What follows belongs to an exercise in optimizing a design on an open flow for small area; a production flow would make more cautious choices.
In this exercise RTL edits were held to simulation tests only and were not proved equivalent to the original.
Power is estimated from default activity; no workload was simulated.

## job 101
## MyUART
module MyUART
				(
				input clk,reset_n,
				input [11:0] FinalValue,
				input [7:0] w_data,
				input wr_en,
				output T_full,
				output tx,
				input rx,
				output reg [7:0] r_data,
				input rd_en,
				output R_empty,
				output error_check
				);
				wire tick;
				wire t_empty, t_take;
				wire [7:0] t_head;
				wire r_wr, r_full;
				wire [7:0] r_byte, r_head;
				Timer #(.n(12)) Stage0 (.clk(clk), .reset_n(reset_n), .final_value(FinalValue), .done(tick));
				MyFIFO Stage1 (.clk(clk), .reset_n(reset_n), .wr_en(wr_en), .rd_en(t_take),
				               .data_wr(w_data), .head(t_head), .empty(t_empty), .full(T_full));
				MyTransmitter Stage2 (.clk(clk), .reset_n(reset_n), .tick(tick), .DataIn(t_head),
				                      .DataTStart(~t_empty), .DataTake(t_take), .DataT(tx));
				MyReceiver Stage3 (.clk(clk), .reset_n(reset_n), .tick(tick), .DataR(rx),
				                   .DataDone(r_wr), .error_check(error_check), .st(r_byte));
				MyFIFO Stage4 (.clk(clk), .reset_n(reset_n), .wr_en(r_wr), .rd_en(rd_en),
				               .data_wr(r_byte), .head(r_head), .empty(R_empty), .full(r_full));
				wire r_pop = rd_en && !R_empty;
  ...
==> module MyFIFO, before the edit <==
module MyFIFO
				(
				input clk,reset_n,
				input rd_en,wr_en,
				input [7:0] data_wr,
				output [7:0] head,
				output full,empty
				);
				reg [63:0] sr;
				reg [3:0] m;
				assign empty = m[3];
				assign full  = (m == 4'd7);
				reg [7:0] head_r;
				always @ (*)
					case (m[2:0])
						3'd0: head_r = sr[7:0];
						3'd1: head_r = sr[15:8];
						3'd2: head_r = sr[23:16];
						3'd3: head_r = sr[31:24];
						3'd4: head_r = sr[39:32];
						3'd5: head_r = sr[47:40];
						3'd6: head_r = sr[55:48];
						default: head_r = sr[63:56];
					endcase
				assign head = head_r;
				wire do_rd = !empty && rd_en;
				wire do_wr = !full && wr_en;
				always @ (posedge clk)
					if (do_wr)
						sr <= {sr[55:0], data_wr};
				always @ (posedge clk ,negedge reset_n)
					if (~reset_n)
						m <= 4'd15;
					else if (do_wr && !do_rd)
						m <= m + 1'b1;
					else if (do_rd && !do_wr)
						m <= m - 1'b1;
endmodule
==> module MyTransmitter, before the edit <==
module MyTransmitter
						 (
						 input clk,reset_n,
						 input tick,
						 input [7:0] DataIn,
						 input DataTStart,
						 output DataTake,
						 output reg DataT
						 );
						 reg [3:0] s;
						 reg [3:0] c;
						 reg [7:0] st;
						 wire idle = (s == 4'd0);
						 wire last = tick && (c == 4'd15);
						 assign DataTake = idle && DataTStart;
						 always @ (posedge clk,negedge reset_n)
							if (~reset_n)
								s <= 4'd0;
							else if (DataTake)
								s <= 4'd5;
							else if (!idle && last)
								s <= s + 1'b1;
						 always @ (posedge clk)
							if (DataTake)
								c <= 4'd0;
							else if (!idle && tick)
								c <= c + 1'b1;
						 always @ (posedge clk)
							if (DataTake)
								st <= DataIn;
							else if (last && (s[3] || (s[2] && s[1])))
								st <= {st[0]^st[7], st[7:1]};
						 reg tx_next;
						 always @ (*)
							case (s)
								4'd5:  tx_next = 1'b0;
								4'd14: tx_next = st[6];
								4'd15: tx_next = 1'b1;
								4'd0:  tx_next = 1'b1;
								default: tx_next = st[0];
							endcase
						 always @ (posedge clk,negedge reset_n)
							if (~reset_n)
								DataT <= 1'b1;
							else
								DataT <= tx_next;
endmodule
==> module MyReceiver, before the edit <==
module MyReceiver
						 (
						 input clk,reset_n,
						 input tick,
						 input DataR,
						 output DataDone,
						 output error_check,
						 output reg [7:0] st
						 );
						 reg [3:0] s;
						 reg [3:0] c;
						 reg parity;
						 wire idle = (s == 4'd0);
						 wire last = tick && (c == 4'd15);
						 wire go = idle && !DataR;
						 assign DataDone = last && (s == 4'd14);
						 assign error_check = DataDone && (parity == DataR);
						 always @ (posedge clk,negedge reset_n)
							if (~reset_n)
								s <= 4'd0;
							else if (go)
								s <= 4'd5;
							else if (!idle && last)
								s <= s + 1'b1;
						 always @ (posedge clk)
							if (go)
								c <= 4'd8;
							else if (!idle && tick)
								c <= c + 1'b1;
						 always @ (posedge clk)
							if (last)
								st <= {DataR, st[7:1]};
						 always @ (posedge clk)
							if (s == 4'd5)
								parity <= 1'b0;
							else if (last)
								parity <= parity ^ DataR;
endmodule
export LEC_CHECK = 0
export CAP_MARGIN = 20
export CORE_MARGIN = 2
export CORE_UTILIZATION = 40
export SLEW_MARGIN = 20
create_clock -name core_clock -period 10.0 [get_ports {clk}]
standard.sh (not shown) runs the stock make flow with config.mk's settings and CLKGATE_MAP_FILE= SYNTH_SCRIPT=/design/flow/synth_recipe.tcl, a recipe that flattens the netlist after the stock synthesis.
==> flow/flow/run.sh <==
#!/bin/bash
set -euo pipefail
bash standard.sh \
  "BUFFER_PORTS_ARGS=-buffer_cell sky130_fd_sc_hd__buf_1" \
  "CTS_ARGS=-sink_clustering_enable -repair_clock_nets -dont_use_dummy_load -buf_list sky130_fd_sc_hd__clkbuf_8" \
  finish > standard.log 2>&1
#### Input delta (job 102 over job 101)
==> flow/design.v, changed modules only <==
module MyFIFO
				(
				input clk,reset_n,
				input rd_en,wr_en,
				input [7:0] data_wr,
				output [7:0] head,
				output full,empty
				);
				reg [63:0] sr;
				reg [3:0] m;
				assign empty = m[3];
				assign full  = (m == 4'd7);
				wire [7:0] e0 = sr[7:0],   e1 = sr[15:8],  e2 = sr[23:16], e3 = sr[31:24];
				wire [7:0] e4 = sr[39:32], e5 = sr[47:40], e6 = sr[55:48], e7 = sr[63:56];
				wire [7:0] lo = m[1] ? (m[0] ? e3 : e2) : (m[0] ? e1 : e0);
				wire [7:0] hi = m[1] ? (m[0] ? e7 : e6) : (m[0] ? e5 : e4);
				assign head = m[2] ? hi : lo;
				wire do_rd = !empty && rd_en;
				wire do_wr = !full && wr_en;
				always @ (posedge clk)
					if (do_wr)
						sr <= {sr[55:0], data_wr};
				always @ (posedge clk ,negedge reset_n)
					if (~reset_n)
						m <= 4'd15;
					else if (do_wr && !do_rd)
						m <= m + 1'b1;
					else if (do_rd && !do_wr)
						m <= m - 1'b1;
endmodule
module MyTransmitter
						 (
						 input clk,reset_n,
						 input tick,
						 input [7:0] DataIn,
						 input DataTStart,
						 output DataTake,
						 output reg DataT
						 );
						 reg [3:0] s;
						 reg [3:0] c;
						 reg [7:0] st;
						 wire parity = ^st;
						 wire idle = (s == 4'd2);
						 wire last = tick && (c == 4'd15);
						 wire bitv = st[s[2:0]];
						 assign DataTake = idle && DataTStart;
						 always @ (posedge clk,negedge reset_n)
							if (~reset_n)
								s <= 4'd2;
							else if (DataTake)
								s <= 4'd7;
							else if (!idle && last)
								s <= s + 1'b1;
						 always @ (posedge clk)
							if (DataTake)
								c <= 4'd0;
							else if (!idle && tick)
								c <= c + 1'b1;
						 always @ (posedge clk)
							if (DataTake)
								st <= DataIn;
						 reg tx_next;
						 always @ (*)
							if (s[3])
								tx_next = bitv;
							else if (s == 4'd7)
								tx_next = 1'b0;
							else if (s == 4'd0)
								tx_next = parity;
							else
								tx_next = 1'b1;
						 always @ (posedge clk,negedge reset_n)
							if (~reset_n)
								DataT <= 1'b1;
							else
								DataT <= tx_next;
endmodule
module MyReceiver
						 (
						 input clk,reset_n,
						 input tick,
						 input DataR,
						 output DataDone,
						 output error_check,
						 output reg [7:0] st
						 );
						 reg [3:0] s;
						 reg [3:0] c;
						 reg parity;
						 wire idle = (s == 4'd2);
						 wire last = tick && (c == 4'd15);
						 wire go = idle && !DataR;
						 assign DataDone = last && (s == 4'd0);
						 assign error_check = DataDone && (parity == DataR);
						 always @ (posedge clk,negedge reset_n)
							if (~reset_n)
								s <= 4'd2;
							else if (go)
								s <= 4'd7;
							else if (!idle && last)
								s <= s + 1'b1;
						 always @ (posedge clk)
							if (go)
								c <= 4'd8;
							else if (!idle && tick)
								c <= c + 1'b1;
						 always @ (posedge clk)
							if (last)
								st <= {DataR, st[7:1]};
						 always @ (posedge clk)
							if (s == 4'd7)
								parity <= 1'b0;
							else if (last)
								parity <= parity ^ DataR;
endmodule
Looking only at synthesized area, and setting everything else aside, the lower value of job 102 and job 101 goes to job 102. Cmp job 102 and job 101 / area occupied by multi-input gates / higher: job 101. Job 101 consumes more power than job 102. Diff job 101 -> job 102: worst voltage drop across the vdd grid grew by 0.0054 mV, mean instance size in the synthesized netlist went up 23%, power share of the combinational group has decreased.

## separate check: timing with driven ports
In the flow no input, the clock included, has a driving cell. The finished layouts below were timed again as built, in two steps.
Step 1 assumes that a clkbuf_16 drives the clock port and a buf_2 every other input.
Step 2, shift: input delay + t, output delay - t, t = (earliest + latest rising clock arrival at the registers) / 2. This alone moves slack from input paths to output paths.
Three values: no drivers, after step 1, after step 2; two values: the first two.
run	shift t [ns]	setup slack, ns	worst hold slack (ns)	latest minus earliest clock arrival (ns)	slew at the worst register clock pin (ns)
job 101	0.480	5.494 / 5.471 / 5.456	0.431 / 0.431 / 0.431	0.041 / 0.041	0.11 / 0.11
job 102	0.477	5.449 / 5.426 / 5.426	0.424 / 0.424 / 0.424	0.044 / 0.043	0.11 / 0.11
After both steps every run listed still meets setup and hold. For job 101, which loses most, drivers alone change the setup slack by -0.023 ns; drivers and shift together by -0.038 ns.
